Background: an optimization exercise with open tools, aiming at small area, a short achievable clock period and few clock cycles per item. Do not read the settings as production practice.
Function was checked by simulation only, so behaviour that the tests miss may differ from the original.
Power is estimated from default activity; no workload was simulated.

Design cache_controller, start of the top module:
module cache_controller (
    input clock,
    input reset,
    input read,
    input write,
    input [7:0] address,
    input [7:0] writedata,
    input mem_BUSY,
    input [31:0] mem_readdata,
    output reg [7:0] readdata,
    output reg mem_read, mem_write,
    output reg BUSY,
    output reg [5:0] mem_address,
    output reg [31:0] mem_writedata
);
    reg        cache_VALID [7:0];
    reg        cache_DIRTY [7:0];
    reg [2:0]  cache_TAG   [7:0];
    reg [31:0] cache_DATA  [7:0];
    integer i;
    wire [2:0] idx = address[4:2];
    wire       req = read | write;
    wire [3:0] byte_oh = 4'd1 << address[1:0];
    wire [8*5-1:0] ctl_lines;
    wire [8*8-1:0] data_lines [0:3];
    genvar g, h;
    generate
        for (g = 0; g < 8; g = g + 1) begin : g_line
            assign ctl_lines[5*g +: 5] = {cache_VALID[g], cache_DIRTY[g], cache_TAG[g]};
            for (h = 0; h < 4; h = h + 1) begin : g_lane
                assign data_lines[h][8*g +: 8] = cache_DATA[g][8*h +: 8];
            end
        end
    endgenerate
    wire        VALID, DIRTY;
    wire [2:0]  TAG;
    wire [31:0] DATA;
    cache_lsel #(.W(5)) u_ctl (.idx(idx), .in(ctl_lines), .out({VALID, DIRTY, TAG}));
    generate
        for (h = 0; h < 4; h = h + 1) begin : g_lsel
            cache_lsel #(.W(8)) u_lane (.idx(idx), .in(data_lines[h]), .out(DATA[8*h +: 8]));
        end
    endgenerate
    wire        HIT   = VALID && (TAG == address[7:5]);
    reg st_rd, st_wb, done;
    wire idle = !(st_rd | st_wb | done);
    reg  [2:0] lidx;
    reg  [1:0] bsel;
    reg        wbyte;
    wire [7:0] rbyte;
    cache_sel #(.N(8), .W(8)) u_rbyte (.sel({byte_oh & {4{st_rd}}, byte_oh & {4{!st_rd}}}),
                                       .in({mem_readdata, DATA}), .out(rbyte));
  ...
export LEC_CHECK = 0
export CAP_MARGIN = 20
export CORE_MARGIN = 2
export CORE_UTILIZATION = 60
export CTS_BUF_LIST = sky130_fd_sc_hd__clkbuf_16
export CTS_CLUSTER_DIAMETER = 60
export CTS_CLUSTER_SIZE = 25
export PLACE_DENSITY = 0.75
export SETUP_SLACK_MARGIN = 3.65
export SLEW_MARGIN = 20
export SYNTH_HIERARCHICAL = 1
export SYNTH_MINIMUM_KEEP_SIZE = 0
create_clock -name core_clock -period 6.0 [get_ports {clock}]
standard.sh (not shown) runs the stock make flow with config.mk's settings and CLKGATE_MAP_FILE= SYNTH_SCRIPT=/design/flow/synth_recipe.tcl, a recipe that flattens the netlist after the stock synthesis.
==> flow/flow/run.sh <==
#!/bin/bash
# Standard layout, with the ports buffered by the smallest plain buffer instead of
# the delay cell buffer_ports picks by default.
cp standard.sh standard_sh_copy.log
export BUFFER_PORTS_ARGS="-buffer_cell sky130_fd_sc_hd__buf_1"
bash standard.sh > standard.log 2>&1
The first run went through all stages and came out clean.
Testbench counts at the start, summed over its fixed seeds: cycles 16,144, requests 4,800.
==> next run, changes <==
==> flow/flow/run.sh (replaced) <==
#!/bin/bash
# Standard layout, with the ports buffered by a small plain buffer instead of
# the delay cell buffer_ports picks by default.
cp standard.sh standard_sh_copy.log
export BUFFER_PORTS_ARGS="-buffer_cell sky130_fd_sc_hd__buf_2"
bash standard.sh > standard.log 2>&1
CTS_BUF_LIST = sky130_fd_sc_hd__clkbuf_8   (was sky130_fd_sc_hd__clkbuf_16)
CTS_CLUSTER_DIAMETER = 50   (was 60)
CTS_CLUSTER_SIZE = 15   (was 25)
SETUP_SLACK_MARGIN = 3.6   (was 3.65)
After rerunning: First-iteration DRC count shrinks by about a fifth; clock-buffer cell count grows by 7; combinational power shrinks by roughly a tenth; setup slack is worse by 0.045 ns; sequential share of layout area grows by 3.3 points; core utilization shrinks by 3.4 points; routed wire length shrinks by roughly a tenth; non-clock buffer count shrinks by 26.
==> next run, changes <==
==> flow/flow/run.sh (replaced) <==
#!/bin/bash
# Standard layout, with the ports buffered by the smallest plain buffer instead of
# the delay cell buffer_ports picks by default.
cp standard.sh standard_sh_copy.log
export BUFFER_PORTS_ARGS="-buffer_cell sky130_fd_sc_hd__buf_1"
bash standard.sh > standard.log 2>&1
CAP_MARGIN = 40   (was 20)
SETUP_SLACK_MARGIN = 3.65   (was 3.6)
SLEW_MARGIN = 60   (was 20)
Outcome:
- The changed run completed without violations
- setup slack improves by 0.090 ns
- cell area is higher by 4.9%
- total power is higher by about 5.6%
- routed wire length is higher by about 7%
- global-route usage is higher by 1.5 points
- synthesized cell count does not change
- maximum frequency is higher by about 4%
- via count is higher by 4.5%
==> next run, changes <==
==> flow/flow/run.sh (replaced) <==
#!/bin/bash
# Standard layout, with the ports buffered by a small plain buffer instead of
# the delay cell buffer_ports picks by default.
cp standard.sh standard_sh_copy.log
export BUFFER_PORTS_ARGS="-buffer_cell sky130_fd_sc_hd__buf_2"
bash standard.sh > standard.log 2>&1
CAP_MARGIN = 20   (was 40)
CTS_CLUSTER_SIZE = 20   (was 15)
SLEW_MARGIN = 20   (was 60)
=> Setup slack gains 0.037 ns; cell area shrinks by a few percent; critical path depth shrinks by 8; final cell count shrinks by a few percent; worst hold slack stays flat; wire length shrinks by a few percent; total power grows slightly; die area does not change; clock skew is about the same.

* * *

The RTL this note starts from:
==> flow/design.v <==
`timescale 1ns/100ps
module cache_controller (
    input clock,
    input reset,
    input read,
    input write,
    input [7:0] address,
    input [7:0] writedata,
    input mem_BUSY,
    input [31:0] mem_readdata,
    output reg [7:0] readdata,
    output reg mem_read, mem_write,
    output reg BUSY,
    output reg [5:0] mem_address,
    output reg [31:0] mem_writedata
);
    reg        cache_VALID [7:0];
    reg        cache_DIRTY [7:0];
    reg [2:0]  cache_TAG   [7:0];
    reg [31:0] cache_DATA  [7:0];
    integer i;
    wire [2:0] idx = address[4:2];
    wire       req = read | write;
    wire [3:0] byte_oh = 4'd1 << address[1:0];
    wire [8*5-1:0] ctl_lines;
    wire [8*8-1:0] data_lines [0:3];
    genvar g, h;
    generate
        for (g = 0; g < 8; g = g + 1) begin : g_line
            assign ctl_lines[5*g +: 5] = {cache_VALID[g], cache_DIRTY[g], cache_TAG[g]};
            for (h = 0; h < 4; h = h + 1) begin : g_lane
                assign data_lines[h][8*g +: 8] = cache_DATA[g][8*h +: 8];
            end
        end
    endgenerate
    wire        VALID, DIRTY;
    wire [2:0]  TAG;
    wire [31:0] DATA;
    cache_lsel #(.W(5)) u_ctl (.idx(idx), .in(ctl_lines), .out({VALID, DIRTY, TAG}));
    generate
        for (h = 0; h < 4; h = h + 1) begin : g_lsel
            cache_lsel #(.W(8)) u_lane (.idx(idx), .in(data_lines[h]), .out(DATA[8*h +: 8]));
        end
    endgenerate
    wire        HIT   = VALID && (TAG == address[7:5]);
    reg st_rd, st_wb, done;
    wire idle = !(st_rd | st_wb | done);
    reg  [2:0] lidx;
    reg  [1:0] bsel;
    reg        wbyte;
    wire [7:0] rbyte;
    cache_sel #(.N(8), .W(8)) u_rbyte (.sel({byte_oh & {4{st_rd}}, byte_oh & {4{!st_rd}}}),
                                       .in({mem_readdata, DATA}), .out(rbyte));
    wire miss_clean = idle && req && !HIT && !DIRTY;
    wire miss_dirty = idle && req && !HIT && DIRTY;
    wire rd_next = miss_clean | (st_wb & !mem_BUSY) | (st_rd & mem_BUSY);
    wire wb_next = miss_dirty | (st_wb & mem_BUSY);
    always @(posedge clock or posedge reset) begin
        if (reset) begin
            st_rd <= 1'b0;
            st_wb <= 1'b0;
            done  <= 1'b0;
        end else begin
            st_rd <= rd_next;
            st_wb <= wb_next;
            done  <= (idle & req & HIT) | (st_rd & !mem_BUSY);
        end
    end
    always @(posedge clock) begin
        mem_read  <= !reset & rd_next;
        mem_write <= !reset & wb_next;
    end
    always @(posedge clock) begin
        BUSY <= st_rd ? mem_BUSY : !(idle & HIT);
        readdata <= rbyte;
        mem_writedata <= DATA;
        lidx <= idx;
        bsel <= address[1:0];
        wbyte <= write & ((idle & req & HIT) | (st_rd & !mem_BUSY));
        mem_address[2:0] <= idx;
        mem_address[5:3] <= ((idle & DIRTY) | (st_wb & mem_BUSY)) ? TAG : address[7:5];
    end
    always @(posedge clock) begin
        if (reset) begin
            for (i = 0; i < 8; i = i + 1) begin
                cache_VALID[i] <= 1'b0;
                cache_DIRTY[i] <= 1'b0;
            end
        end else if (st_rd) begin
            cache_VALID[lidx] <= 1'b1;
            cache_DIRTY[lidx] <= 1'b0;
            cache_TAG[lidx]   <= address[7:5];
        end else if (wbyte) begin
            cache_DIRTY[lidx] <= 1'b1;
        end
    end
    always @(posedge clock) begin
        if (st_rd) begin
            cache_DATA[lidx] <= mem_readdata;
        end else if (wbyte) begin
            case (bsel)
                2'd0: cache_DATA[lidx][7:0]   <= writedata;
                2'd1: cache_DATA[lidx][15:8]  <= writedata;
                2'd2: cache_DATA[lidx][23:16] <= writedata;
                default: cache_DATA[lidx][31:24] <= writedata;
            endcase
        end
    end
endmodule
module cache_sel #(parameter N = 8, parameter W = 32) (
    input  [N-1:0]   sel,
    input  [N*W-1:0] in,
    output reg [W-1:0] out
);
    integer k;
    always @(*) begin
        out = {W{1'b0}};
        for (k = 0; k < N; k = k + 1)
            out = out | ({W{sel[k]}} & in[W*k +: W]);
    end
endmodule
module cache_lsel #(parameter W = 8) (
    input  [2:0]     idx,
    input  [8*W-1:0] in,
    output [W-1:0]   out
);
    wire [7:0] oh = 8'd1 << idx;
    cache_sel #(.N(8), .W(W)) u_sel (.sel(oh), .in(in), .out(out));
endmodule
Settings: LEC_CHECK=0, CAP_MARGIN=20, CORE_MARGIN=2, CORE_UTILIZATION=60, CTS_BUF_LIST=sky130_fd_sc_hd__clkbuf_8, CTS_CLUSTER_DIAMETER=50, CTS_CLUSTER_SIZE=15, PLACE_DENSITY=0.75, SETUP_SLACK_MARGIN=3.65, SLEW_MARGIN=20, SYNTH_HIERARCHICAL=1, SYNTH_MINIMUM_KEEP_SIZE=0; clock period 6.0 ns.
==> flow/flow/run.sh <==
#!/bin/bash
# Standard layout, with the ports buffered by a small plain buffer instead of
# the delay cell buffer_ports picks by default.
cp standard.sh standard_sh_copy.log
export BUFFER_PORTS_ARGS="-buffer_cell sky130_fd_sc_hd__buf_2"
bash standard.sh > standard.log 2>&1
The first run completed without violations.
Testbench counts at the start, summed over its fixed seeds: cycles 16,144, requests 4,800.
Then changed:
--- a/flow/config.mk
+++ b/flow/config.mk
@@ -10 +10 @@
-export CORE_UTILIZATION = 60
+export CORE_UTILIZATION = 50
@@ -14 +14 @@
-export PLACE_DENSITY = 0.75
+export PLACE_DENSITY = 0.7
The changed run finished with timing, DRC and antenna clean.
Synthesized cell count does not change.
Critical path depth is higher by 3.
Sequential power is about the same.
Register-to-register slack stays flat.
Die area is higher by 19%.
Routed wire length is higher by 1.8%.
Worst setup slack is worse by 18 ps.
Then changed:
==> flow/flow/run.sh (replaced) <==
#!/bin/bash
# Standard layout, with the ports buffered by the smallest plain buffer instead of
# the delay cell buffer_ports picks by default.
cp standard.sh standard_sh_copy.log
export BUFFER_PORTS_ARGS="-buffer_cell sky130_fd_sc_hd__buf_1"
bash standard.sh > standard.log 2>&1
--- a/flow/config.mk
+++ b/flow/config.mk
@@ -10 +10 @@
-export CORE_UTILIZATION = 50
+export CORE_UTILIZATION = 70
@@ -14 +14 @@
-export PLACE_DENSITY = 0.7
+export PLACE_DENSITY = 0.85
Total power barely changes.
Clock power drops by about 6%.
Sequential share of layout area drops by 0.54 points.
Then changed:
--- a/flow/config.mk
+++ b/flow/config.mk
@@ -10 +10 @@
-export CORE_UTILIZATION = 70
+export CORE_UTILIZATION = 60
@@ -14 +14 @@
-export PLACE_DENSITY = 0.85
+export PLACE_DENSITY = 0.75
Result: Wire length is lower by 3.2%; cell area is higher by 0.63%; register-to-register slack improves by 90 ps; non-clock buffer count is lower by 3.

[afterwards: timing with drivers on the ports]
In the flow no input, the clock included, has a driving cell. The finished layouts below were timed again as built, in two steps. Step 1 sets driving cells, clkbuf_16 on the clock port and buf_2 on the other inputs (assumed; they add their load-dependent delay and slew). Step 2, shift: input delay + t, output delay - t, t = (earliest + latest rising clock arrival at the registers) / 2. This alone moves slack from input paths to output paths. Three values: no drivers, after step 1, after step 2; two values: the first two.
run	t (ns)	setup WS [ns]	worst data-port slew with drivers (ns)
the first run of note 1	0.583	3.578 / 3.475 / 2.892	0.15
the second run of note 1	0.624	3.533 / 3.504 / 2.880	0.19
the third run of note 1	0.645	3.623 / 3.623 / 2.988	0.07
the fourth run of note 1	0.630	3.660 / 3.581 / 2.951	0.18
the first run of note 2	0.635	3.657 / 3.591 / 2.956	0.19
the second run of note 2	0.633	3.640 / 3.534 / 2.901	0.20
the third run of note 2	0.621	3.482 / 3.403 / 2.783	0.19
the fourth run of note 2	0.644	3.657 / 3.618 / 3.018	0.06
After both steps every run listed still meets setup and hold. The setup slack of the second run of note 2, which loses most, moves by -0.106 ns with the drivers and by -0.739 ns with both steps.
